What follows belongs to an exercise in optimizing a design on an open flow for small area; a production flow would make more cautious choices.
Where RTL was checked, it was by simulation tests only, not by an equivalence proof against the original.
The clock input has no modelled driver; a real chip could not lean on it and would need a root buffer or a full tree.
Power figures rest on the tool's default switching activity, not on a simulated workload.

## branch ember
==> flow/design.v (excerpt) <==
module UART(clk, reset, load, out_port, eight, pen, ohel,
            baud, tx, rx, r_status, r_data, uart_int, uart_ds);
Size in the first run: ~78 flip-flops.
==> flow/config.mk <==
export PLATFORM = sky130hd
export DESIGN_NAME = UART
export DESIGN_NICKNAME = UART
export VERILOG_FILES = /design/flow/design.v
export SDC_FILE = /design/flow/constraint.sdc
export NUM_CORES = 4
export LEC_CHECK = 0
export CAP_MARGIN = 20
export CORE_MARGIN = 2
export CORE_UTILIZATION = 40
export PLACE_DENSITY = 0.6
export SLEW_MARGIN = 20
==> flow/constraint.sdc <==
create_clock -name core_clock -period 10.0 [get_ports {clk}]
set_input_delay 2.0000 -clock core_clock [delete_from_list [all_inputs] [get_ports {clk}]]
set_output_delay 2.0000 -clock core_clock [all_outputs]
set_load 0.01 [all_outputs]
standard.sh (not shown) runs the stock make flow with config.mk's settings and CLKGATE_MAP_FILE= SYNTH_SCRIPT=/design/flow/synth_recipe.tcl, a recipe that flattens the netlist after the stock synthesis.
==> flow/flow/run.sh <==
#!/bin/bash
# Layout flow: the standard flow (standard.sh) with
#  - ABC mapping the logic with an area script (flow/my_synth.tcl),
#  - the smallest buffer on the ports,
#  - a clock tree of small clock buffers without dummy loads.
set -euo pipefail
HERE=$(pwd)
export AREA_ABC_SCRIPT=$HERE/flow/abc_area.script
export FLOW_SYNTH_TCL=$HERE/synth_recipe.tcl
export BUFFER_PORTS_ARGS="-buffer_cell sky130_fd_sc_hd__buf_1"
export CTS_ARGS="-sink_clustering_enable -repair_clock_nets -buf_list {sky130_fd_sc_hd__clkbuf_8} -root_buf sky130_fd_sc_hd__clkbuf_8 -sink_clustering_size 25 -dont_use_dummy_load"
bash standard.sh SYNTH_SCRIPT=$HERE/flow/my_synth.tcl finish > $HERE/flow_make.log 2>&1
==> flow/flow/abc_area.script <==
strash
scorr
balance -l
 resub -K 6 -l
 rewrite -l
 resub -K 6 -N 2 -l
 refactor -l
 resub -K 8 -l
 balance -l
 resub -K 8 -N 2 -l
 rewrite -l
 resub -K 10 -l
 rewrite -z -l
 resub -K 10 -N 2 -l
 balance -l
 resub -K 12 -l
 refactor -z -l
 resub -K 12 -N 2 -l
 rewrite -z -l
 balance -l
balance -l
 resub -K 6 -l
 rewrite -l
 resub -K 6 -N 2 -l
 refactor -l
 resub -K 8 -l
 balance -l
 resub -K 8 -N 2 -l
 rewrite -l
 resub -K 10 -l
 rewrite -z -l
 resub -K 10 -N 2 -l
 balance -l
 resub -K 12 -l
 refactor -z -l
 resub -K 12 -N 2 -l
 rewrite -z -l
 balance -l
dch -f
amap
==> flow/flow/my_synth.tcl <==
# The standard flow's synthesis script (synth_recipe.tcl, unchanged), with ABC mapping the
# combinational logic by an area-oriented script. Registers are mapped by
# dfflibmap before ABC runs, so they are the standard synthesis's.
proc abc {args} {
  set i [lsearch -exact $args -script]
  if { $i >= 0 } { lset args [expr {$i + 1}] $::env(AREA_ABC_SCRIPT) }
  puts "abc (area script): $args"
  yosys abc {*}$args
}
source $::env(FLOW_SYNTH_TCL)
branch ember reached the final stage; the timing, design-rule and antenna checks on its layout passed.
Modified inputs, branch lagoon compared to branch ember
--- a/flow/flow/run.sh
+++ b/flow/flow/run.sh
@@ -11 +11 @@
-export CTS_ARGS="-sink_clustering_enable -repair_clock_nets -buf_list {sky130_fd_sc_hd__clkbuf_8} -root_buf sky130_fd_sc_hd__clkbuf_8 -sink_clustering_size 25 -dont_use_dummy_load"
+export CTS_ARGS="-sink_clustering_enable -repair_clock_nets -buf_list {sky130_fd_sc_hd__clkbuf_16} -root_buf sky130_fd_sc_hd__clkbuf_16 -sink_clustering_size 40 -sink_clustering_max_diameter 200 -dont_use_dummy_load"
==> comparison <==
- branch lagoon vs branch ember — average detailed-routed wire length per instance dropped slightly
- Delta (branch lagoon minus branch ember): first-iteration DRC count now sits higher, worst setup slack now sits lower, total of cells resized after clock tree synthesis now sits at about the same level.
No functional check of the RTL was part of any run of this note.

* * *

red:
UART, a different RTL version from the one above (not shown whole).
For scale: roughly 76 flip-flops, about 31 I/O pins, roughly 3400 um2 of cells after synthesis.
Settings: LEC_CHECK=0, CAP_MARGIN=20, CORE_MARGIN=2, CORE_UTILIZATION=40, PLACE_DENSITY=0.6, SLEW_MARGIN=20; clock period 10.0 ns.
==> flow/flow/run.sh <==
#!/bin/bash
# Layout flow: the standard flow (standard.sh) with
#  - no separate half/full adder extraction (ADDER_MAP_FILE empty), so
#    that ABC maps all the logic, with area scripts, keeping the smallest
#    result (flow/my_synth.tcl),
#  - the standard port buffers,
#  - a one-level clock tree placed by hand (flow/clock_buffers.tcl):
#    four clkbuf_8, each driving the registers of one quarter.
set -euo pipefail
HERE=$(pwd)
export AREA_ABC_SCRIPTS="$(ls $HERE/flow/abc_*.script | tr "\n" " ")"
export FLOW_SYNTH_TCL=$HERE/synth_recipe.tcl
export PRE_CTS_TCL=$HERE/flow/clock_buffers.tcl
export CLK_BUF=sky130_fd_sc_hd__clkbuf_8
export CLK_GROUPS=4
bash standard.sh SYNTH_SCRIPT=$HERE/flow/my_synth.tcl ADDER_MAP_FILE= finish > $HERE/flow_make.log 2>&1
Other scripts of this flow, unchanged in this note and not shown: flow/flow/abc_b2.script, flow/flow/abc_c1.script, flow/flow/abc_c4.script, flow/flow/abc_d3.script, flow/flow/abc_e1.script, flow/flow/abc_e5.script, flow/flow/abc_f1.script, flow/flow/clock_buffers.tcl, flow/flow/my_synth.tcl
red did not stop at any stage, and its layout met the timing, design-rule and antenna checks.
Input changes introduced in blue (baseline for comparison: red):
diff --git a/flow/flow/run.sh b/flow/flow/run.sh
--- a/flow/flow/run.sh
+++ b/flow/flow/run.sh
@@ -4,5 +4,5 @@
 #    that ABC maps all the logic, with area scripts, keeping the smallest
 #    result (flow/my_synth.tcl),
-#  - the standard port buffers,
+#  - the smallest buffer on the ports,
 #  - a one-level clock tree placed by hand (flow/clock_buffers.tcl):
 #    four clkbuf_8, each driving the registers of one quarter.
@@ -11,4 +11,5 @@
 export AREA_ABC_SCRIPTS="$(ls $HERE/flow/abc_*.script | tr "\n" " ")"
 export FLOW_SYNTH_TCL=$HERE/synth_recipe.tcl
+export BUFFER_PORTS_ARGS="-buffer_cell sky130_fd_sc_hd__buf_1"
 export PRE_CTS_TCL=$HERE/flow/clock_buffers.tcl
 export CLK_BUF=sky130_fd_sc_hd__clkbuf_8
Findings:
Of blue and red, the run reporting the lower sequential share of cell area was red. Re core footprint: no difference whatsoever between blue and red. Re iteration count of the initial detailed-routing pass: red was higher than blue. The higher global-route wire length before repair came out of blue. Comparing blue and red, the lower total buffers and inverters traversed by the critical path is on red. | power attributed to sequential cells | red vs blue | ≈ equal |. blue reports a lower cell-internal power than red does. The category of the most critical setup path comes out in -> reg in one run and in -> out in the other, namely in blue and red respectively.
In every run of this note, the design's own scripts or RTL, not TritonCTS, make the clock network.

* * *

Setup of run X:
UART, a different RTL version from the one above (not shown whole).
Size: about 78 flip-flops, ~31 I/O pins.
==> flow/config.mk <==
export PLATFORM = sky130hd
export DESIGN_NAME = UART
export DESIGN_NICKNAME = UART
export VERILOG_FILES = /design/flow/design.v
export SDC_FILE = /design/flow/constraint.sdc
export NUM_CORES = 4
export LEC_CHECK = 0
export CAP_MARGIN = 20
export CORE_MARGIN = 2
export CORE_UTILIZATION = 40
export PLACE_DENSITY = 0.6
export SLEW_MARGIN = 20
==> flow/constraint.sdc <==
create_clock -name core_clock -period 10.0 [get_ports {clk}]
set_input_delay 2.0000 -clock core_clock [delete_from_list [all_inputs] [get_ports {clk}]]
set_output_delay 2.0000 -clock core_clock [all_outputs]
set_load 0.01 [all_outputs]
==> flow/flow/run.sh <==
#!/bin/bash
# Layout flow: the standard flow (standard.sh) with
#  - ABC mapping the logic with an area script (flow/my_synth.tcl),
#  - the smallest buffer on the ports,
#  - a one-level clock tree placed by hand (flow/clock_buffers.tcl).
set -euo pipefail
HERE=$(pwd)
export AREA_ABC_SCRIPT=$HERE/flow/abc_area.script
export FLOW_SYNTH_TCL=$HERE/synth_recipe.tcl
export BUFFER_PORTS_ARGS="-buffer_cell sky130_fd_sc_hd__buf_1"
export PRE_CTS_TCL=$HERE/flow/clock_buffers.tcl
export CLK_BUF=${CLK_BUF:-sky130_fd_sc_hd__clkbuf_8}
export CLK_GROUPS=${CLK_GROUPS:-4}
bash standard.sh SYNTH_SCRIPT=$HERE/flow/my_synth.tcl finish > $HERE/flow_make.log 2>&1
==> flow/flow/abc_area.script <==
strash
scorr
balance -l
 resub -K 6 -l
 rewrite -l
 resub -K 6 -N 2 -l
 refactor -l
 resub -K 8 -l
 balance -l
 resub -K 8 -N 2 -l
 rewrite -l
 resub -K 10 -l
 rewrite -z -l
 resub -K 10 -N 2 -l
 balance -l
 resub -K 12 -l
 refactor -z -l
 resub -K 12 -N 2 -l
 rewrite -z -l
 balance -l
balance -l
 resub -K 6 -l
 rewrite -l
 resub -K 6 -N 2 -l
 refactor -l
 resub -K 8 -l
 balance -l
 resub -K 8 -N 2 -l
 rewrite -l
 resub -K 10 -l
 rewrite -z -l
 resub -K 10 -N 2 -l
 balance -l
 resub -K 12 -l
 refactor -z -l
 resub -K 12 -N 2 -l
 rewrite -z -l
 balance -l
&get -n
&dch -f
&nf -p -a -R 1000
&put
Scripts as last shown in full above: flow/flow/my_synth.tcl
Other scripts of this flow, unchanged in this note and not shown: flow/flow/clock_buffers.tcl
Per the final summary, run X finished and its layout is clean on timing, DRC and antenna.
What run P does differently from run X at the input level:
-- flow/flow/abc_area.script --
<<< run X, line 37
 rewrite -z -l
 balance -l
&get -n
&dch -f
&nf -p -a -R 1000
&put
>>> run P, line 37
 rewrite -z -l
 balance -l
dc2
dch -f
amap
[summary]
The sequential area share after synthesis was comparable across run X and run P. Re power consumption: run X and run P aren't equal, and the higher value belongs to run X. Of the two values seen for cell class ranked first by area, multi-input combinational cells was produced by run X and registers by run P. The routing usage on met1 reported for run P is smaller than that of run X by 1.1 points. Post-layout instance area of run P is on par with run X. Run P vs run X: average wire per cell in the routed design down.
No run of this note takes its clock network from TritonCTS; it comes from the design's own scripts or RTL.

* * *

The RTL this note starts from:
==> flow/design.v <==
module UART(clk, reset, load, out_port, eight, pen, ohel,
            baud, tx, rx, r_status, r_data, uart_int, uart_ds);
   input        clk, reset, load, eight, pen, ohel, rx, r_status, r_data;
   input  [3:0] baud;
   input  [7:0] out_port;
   output       tx, uart_int;
   output [7:0] uart_ds;
   reg [18:0] k;
   always @(*)
      case (baud)
         4'd0:    k = 19'd333333;
         4'd1:    k = 19'd83333;
         4'd2:    k = 19'd41667;
         4'd3:    k = 19'd20833;
         4'd4:    k = 19'd10417;
         4'd5:    k = 19'd5208;
         4'd6:    k = 19'd2604;
         4'd7:    k = 19'd1736;
         4'd8:    k = 19'd868;
         4'd9:    k = 19'd434;
         4'd10:   k = 19'd217;
         default: k = 19'd109;
      endcase
   reg        loaddi, tdoit, txbusy;    
   wire       txrdy = ~txbusy;
   reg [10:0] tsr;             
   reg [18:0] tcnt;
   reg  [3:0] tbc;
   wire tbtu  = &(tcnt | ~k);
   wire tdone = (tbc == 4'd11);
   wire p7    = ^out_port[6:0];
   wire p8    = p7 ^ out_port[7];
   wire b9    = eight ? out_port[7] : (pen ? p7 ^ ohel : 1'b1);
   wire b10   = (eight & pen) ? p8 ^ ohel : 1'b1;
   always @(posedge clk, posedge reset)
      if (reset) begin
         loaddi <= 1'b0;
         tdoit  <= 1'b0;
         txbusy <= 1'b0;
         tsr[0] <= 1'b1;
      end else begin
         loaddi <= load;
         if (loaddi)     tdoit <= 1'b1;
         else if (tdone) tdoit <= 1'b0;
         if (tdone)      txbusy <= 1'b0;
         else if (load)  txbusy <= 1'b1;
         if (loaddi)     tsr[0] <= 1'b1;
         else if (tbtu)  tsr[0] <= tsr[1];
      end
   always @(posedge clk)
      if (load)                  tsr[10:1] <= {b10, b9, out_port[6:0], 1'b0};
      else if (tbtu & ~loaddi)   tsr[10:1] <= {1'b1, tsr[10:2]};
   always @(posedge clk)
      if (!tdoit) begin
         tcnt <= 19'd0;
         tbc  <= 4'd0;
      end else if (tbtu) begin
         tcnt <= 19'd0;
         tbc  <= tbc + 4'd1;
      end else
         tcnt <= tcnt + 19'd1;
   assign tx = tsr[0];
   reg        rstart, rdoit;
   reg [18:0] rcnt;
   reg  [3:0] rbc;
   reg  [9:0] rsr;
   reg        rxrdy, perr, ferr, ovf;
   wire        rbtu = rdoit & (&(rcnt | ~{k[18:1], k[0] & ~rstart}));
   wire  [3:0] nbits = (eight & pen) ? 4'd11 : (eight | pen) ? 4'd10 : 4'd9;
   wire        rdone = (rbc == nbits);
   always @(posedge clk, posedge reset)
      if (reset) begin
         rstart <= 1'b0;
         rdoit  <= 1'b0;
      end else if (!rdoit) begin
         rstart <= ~rx;
         rdoit  <= ~rx;
      end else if (rstart) begin
         rstart <= ~rx & ~rbtu;
         rdoit  <= ~rx;
      end else if (rdone)
         rdoit  <= 1'b0;
   always @(posedge clk)
      if (!rdoit) begin
         rcnt <= 19'd0;
         rbc  <= 4'd0;
      end else if (rbtu) begin
         rcnt <= 19'd0;
         rbc  <= rbc + 4'd1;
      end else
         rcnt <= rcnt + {rstart, ~rstart};
   wire       e9 = eight & pen;
   wire       e8 = eight ^ pen;
   wire       rsh = rbtu & ~rstart;
   reg  [9:0] rsr_n;
   always @(posedge clk, posedge reset)
      if (reset)
         rsr_n <= 10'h000;
      else if (rsh) begin
         rsr_n[9]   <= ~rx;
         rsr_n[8]   <= e9 ? rsr_n[9] : ~rx;
         rsr_n[7]   <= (e9 | e8) ? rsr_n[8] : ~rx;
         rsr_n[6:0] <= rsr_n[7:1];
      end
   always @(*) rsr = ~rsr_n;
   wire [7:0] rdata  = {eight & rsr[7], rsr[6:0]};
   wire       stopb  = e9 ? rsr[9] : (pen | ~eight) ? ((e8) ? rsr[8] : rsr[7]) : 1'b0;
   reg        rpar;
   always @(posedge clk, posedge reset)
      if (reset)
         rpar <= 1'b0;
      else if (rsh)
         rpar <= rpar ^ (e9 ? rsr_n[9] : rsr_n[8]) ^ rsr_n[0];
   wire       perr_s = pen & rdone & (ohel ^ rpar ^ e9);
   wire       ferr_s = rdone & ~stopb;
   always @(posedge clk, posedge reset)
      if (reset) begin
         rxrdy <= 1'b0;
         perr  <= 1'b0;
         ferr  <= 1'b0;
         ovf   <= 1'b0;
      end else begin
         if (rdone)              rxrdy <= 1'b1;
         else if (r_data)        rxrdy <= 1'b0;
         if (perr_s)             perr  <= 1'b1;
         else if (r_data)        perr  <= 1'b0;
         if (ferr_s)             ferr  <= 1'b1;
         else if (r_data)        ferr  <= 1'b0;
         if (rdone & rxrdy)      ovf   <= 1'b1;
         else if (r_data)        ovf   <= 1'b0;
      end
   reg int_q;
   always @(posedge clk, posedge reset)
      if (reset)
         int_q <= 1'b1;
      else
         int_q <= (~txrdy & tdone) | (~rxrdy & rdone);
   assign uart_int = int_q;
   assign uart_ds  = r_status ? {3'b0, ovf, ferr, perr, txrdy, rxrdy} : rdata;
endmodule
Settings: LEC_CHECK=0, CAP_MARGIN=20, CORE_MARGIN=2, CORE_UTILIZATION=40, PLACE_DENSITY=0.6, SLEW_MARGIN=20; clock period 10.0 ns.
==> flow/flow/run.sh <==
#!/bin/bash
# Layout flow: the standard flow (standard.sh) with
#  - ABC mapping the logic with area scripts, keeping the smallest
#    result (flow/my_synth.tcl),
#  - the smallest buffer on the ports,
#  - a one-level clock tree placed by hand (flow/clock_buffers.tcl):
#    four clkbuf_8, each driving the registers of one quarter.
set -euo pipefail
HERE=$(pwd)
export AREA_ABC_SCRIPTS="$(ls $HERE/flow/abc_*.script | tr "\n" " ")"
export FLOW_SYNTH_TCL=$HERE/synth_recipe.tcl
export BUFFER_PORTS_ARGS="-buffer_cell sky130_fd_sc_hd__buf_1"
export PRE_CTS_TCL=$HERE/flow/clock_buffers.tcl
export CLK_BUF=sky130_fd_sc_hd__clkbuf_8
export CLK_GROUPS=4
bash standard.sh SYNTH_SCRIPT=$HERE/flow/my_synth.tcl finish > $HERE/flow_make.log 2>&1
==> flow/flow/abc_e1.script <==
strash
scorr
balance -l
 resub -K 6 -l
 rewrite -l
 resub -K 6 -N 2 -l
 refactor -l
 resub -K 8 -l
 balance -l
 resub -K 8 -N 2 -l
 rewrite -l
 resub -K 10 -l
 rewrite -z -l
 resub -K 10 -N 2 -l
 balance -l
 resub -K 12 -l
 refactor -z -l
 resub -K 12 -N 2 -l
 rewrite -z -l
 balance -l
balance -l
 resub -K 6 -l
 rewrite -l
 resub -K 6 -N 2 -l
 refactor -l
 resub -K 8 -l
 balance -l
 resub -K 8 -N 2 -l
 rewrite -l
 resub -K 10 -l
 rewrite -z -l
 resub -K 10 -N 2 -l
 balance -l
 resub -K 12 -l
 refactor -z -l
 resub -K 12 -N 2 -l
 rewrite -z -l
 balance -l
balance -l
 resub -K 6 -l
 rewrite -l
 resub -K 6 -N 2 -l
 refactor -l
 resub -K 8 -l
 balance -l
 resub -K 8 -N 2 -l
 rewrite -l
 resub -K 10 -l
 rewrite -z -l
 resub -K 10 -N 2 -l
 balance -l
 resub -K 12 -l
 refactor -z -l
 resub -K 12 -N 2 -l
 rewrite -z -l
 balance -l
&get -n
&dch -f
&nf -p -a -R 1000
&put
==> flow/flow/abc_e5.script <==
strash
scorr
balance -l
 resub -K 6 -l
 rewrite -l
 resub -K 6 -N 2 -l
 refactor -l
 resub -K 8 -l
 balance -l
 resub -K 8 -N 2 -l
 rewrite -l
 resub -K 10 -l
 rewrite -z -l
 resub -K 10 -N 2 -l
 balance -l
 resub -K 12 -l
 refactor -z -l
 resub -K 12 -N 2 -l
 rewrite -z -l
 balance -l
balance -l
 resub -K 6 -l
 rewrite -l
 resub -K 6 -N 2 -l
 refactor -l
 resub -K 8 -l
 balance -l
 resub -K 8 -N 2 -l
 rewrite -l
 resub -K 10 -l
 rewrite -z -l
 resub -K 10 -N 2 -l
 balance -l
 resub -K 12 -l
 refactor -z -l
 resub -K 12 -N 2 -l
 rewrite -z -l
 balance -l
&get -n
&dch
&nf -p -a -R 1000
&put
==> flow/flow/abc_f1.script <==
strash
scorr
balance -l
 resub -K 6 -l
 rewrite -l
 resub -K 6 -N 2 -l
 refactor -l
 resub -K 8 -l
 balance -l
 resub -K 8 -N 2 -l
 rewrite -l
 resub -K 10 -l
 rewrite -z -l
 resub -K 10 -N 2 -l
 balance -l
 resub -K 12 -l
 refactor -z -l
 resub -K 12 -N 2 -l
 rewrite -z -l
 balance -l
balance -l
 resub -K 6 -l
 rewrite -l
 resub -K 6 -N 2 -l
 refactor -l
 resub -K 8 -l
 balance -l
 resub -K 8 -N 2 -l
 rewrite -l
 resub -K 10 -l
 rewrite -z -l
 resub -K 10 -N 2 -l
 balance -l
 resub -K 12 -l
 refactor -z -l
 resub -K 12 -N 2 -l
 rewrite -z -l
 balance -l
balance -l
 resub -K 6 -l
 rewrite -l
 resub -K 6 -N 2 -l
 refactor -l
 resub -K 8 -l
 balance -l
 resub -K 8 -N 2 -l
 rewrite -l
 resub -K 10 -l
 rewrite -z -l
 resub -K 10 -N 2 -l
 balance -l
 resub -K 12 -l
 refactor -z -l
 resub -K 12 -N 2 -l
 rewrite -z -l
 balance -l
&get -n
&dch
&nf -p -a -R 1000
&put
==> flow/flow/my_synth.tcl <==
# The standard flow's synthesis script (synth_recipe.tcl, unchanged), with ABC mapping the
# combinational logic by area-oriented scripts: each script in
# AREA_ABC_SCRIPTS maps the same logic and the smallest result is kept.
# Registers are mapped by dfflibmap before ABC runs, so they are the
# standard synthesis's.
proc abc {args} {
  set si [lsearch -exact $args -script]
  set li [lsearch -exact $args -liberty]
  set lib [lindex $args [expr {$li + 1}]]
  yosys design -save pre_abc
  set best_area ""
  set best_script ""
  foreach s $::env(AREA_ABC_SCRIPTS) {
    yosys design -load pre_abc
    lset args [expr {$si + 1}] $s
    puts "abc (area script $s): $args"
    yosys abc {*}$args
    yosys tee -q -o $::env(OBJECTS_DIR)/abc_try_area.txt stat -liberty $lib
    set f [open $::env(OBJECTS_DIR)/abc_try_area.txt r]
    set txt [read $f]
    close $f
    regexp {Chip area for module[^:]*:\s*([0-9.]+)} $txt -> area
    puts "abc script $s: area $area"
    if { $best_area eq "" || $area < $best_area } {
      set best_area $area
      set best_script $s
      yosys design -save best_abc
    }
  }
  puts "abc: keeping $best_script (area $best_area)"
  yosys design -load best_abc
}
source $::env(FLOW_SYNTH_TCL)
Other scripts of this flow, unchanged in this note and not shown: flow/flow/abc_b2.script, flow/flow/abc_c1.script, flow/flow/abc_c4.script, flow/flow/abc_d3.script, flow/flow/clock_buffers.tcl
==> next run, changes <==
--- a/flow/flow/run.sh
+++ b/flow/flow/run.sh
@@ -8,5 +8,5 @@
 set -euo pipefail
 HERE=$(pwd)
-export AREA_ABC_SCRIPTS="$(ls $HERE/flow/abc_*.script | tr "\n" " ")"
+export AREA_ABC_SCRIPTS="$HERE/flow/abc_b2.script $HERE/flow/abc_c4.script $HERE/flow/abc_d3.script $HERE/flow/abc_c1.script"
 export FLOW_SYNTH_TCL=$HERE/synth_recipe.tcl
 export BUFFER_PORTS_ARGS="-buffer_cell sky130_fd_sc_hd__buf_1"
removed: flow/flow/abc_e1.script
removed: flow/flow/abc_e5.script
removed: flow/flow/abc_f1.script
What happened: The new run completed without violations. Cell count hardly moves. Design area goes up by 0.32%. Wire length goes down by 2.1%. Clock power hardly moves. Via count is about the same.
In every run of this note, the design's own scripts or RTL, not TritonCTS, make the clock network.

## re-timing with driven ports
In the flow no input, the clock included, has a driving cell. The finished layouts below were timed again as built, in two steps.
Step 1 sets driving cells, clkbuf_16 on the clock port and buf_2 on the other inputs (assumed; they add their load-dependent delay and slew).
Step 2 adds t to the input delays and takes it off the output delays; t is the mean of the earliest and latest rising clock arrival at the registers after step 1. Input paths then give back, and output paths get back, about the clock's delay inside the block.
a / b / c = ideal ports / drivers / drivers and shift; a / b = the first two.
run	shift t [ns]	setup slack, ns	worst hold slack (ns)	worst setup path at the end	worst data-port slew with drivers (ns)
branch ember	0.375	4.902 / 4.906 / 4.531	0.387 / 0.387 / 0.387	input to register	0.03
branch lagoon	0.352	4.870 / 4.878 / 4.526	0.383 / 0.383 / 0.383	input to register	0.03
red	0.226	4.365 / 4.342 / 4.220	0.467 / 0.467 / 0.467	input to register	0.03
blue	0.227	4.675 / 4.712 / 4.485	0.462 / 0.462 / 0.462	input to register	0.03
run X	0.228	4.633 / 4.669 / 4.441	0.468 / 0.468 / 0.468	input to register	0.03
run P	0.234	4.668 / 4.711 / 4.477	0.395 / 0.395 / 0.395	input to register	0.04
the first run of note 4	0.235	4.843 / 4.886 / 4.651	0.463 / 0.463 / 0.463	input to register	0.03
the second run of note 4	0.231	4.742 / 4.781 / 4.549	0.465 / 0.465 / 0.465	input to register	0.03
After both steps every run listed still meets setup and hold. The setup slack of branch ember, which loses most, moves by +0.004 ns with the drivers and by -0.371 ns with both steps.
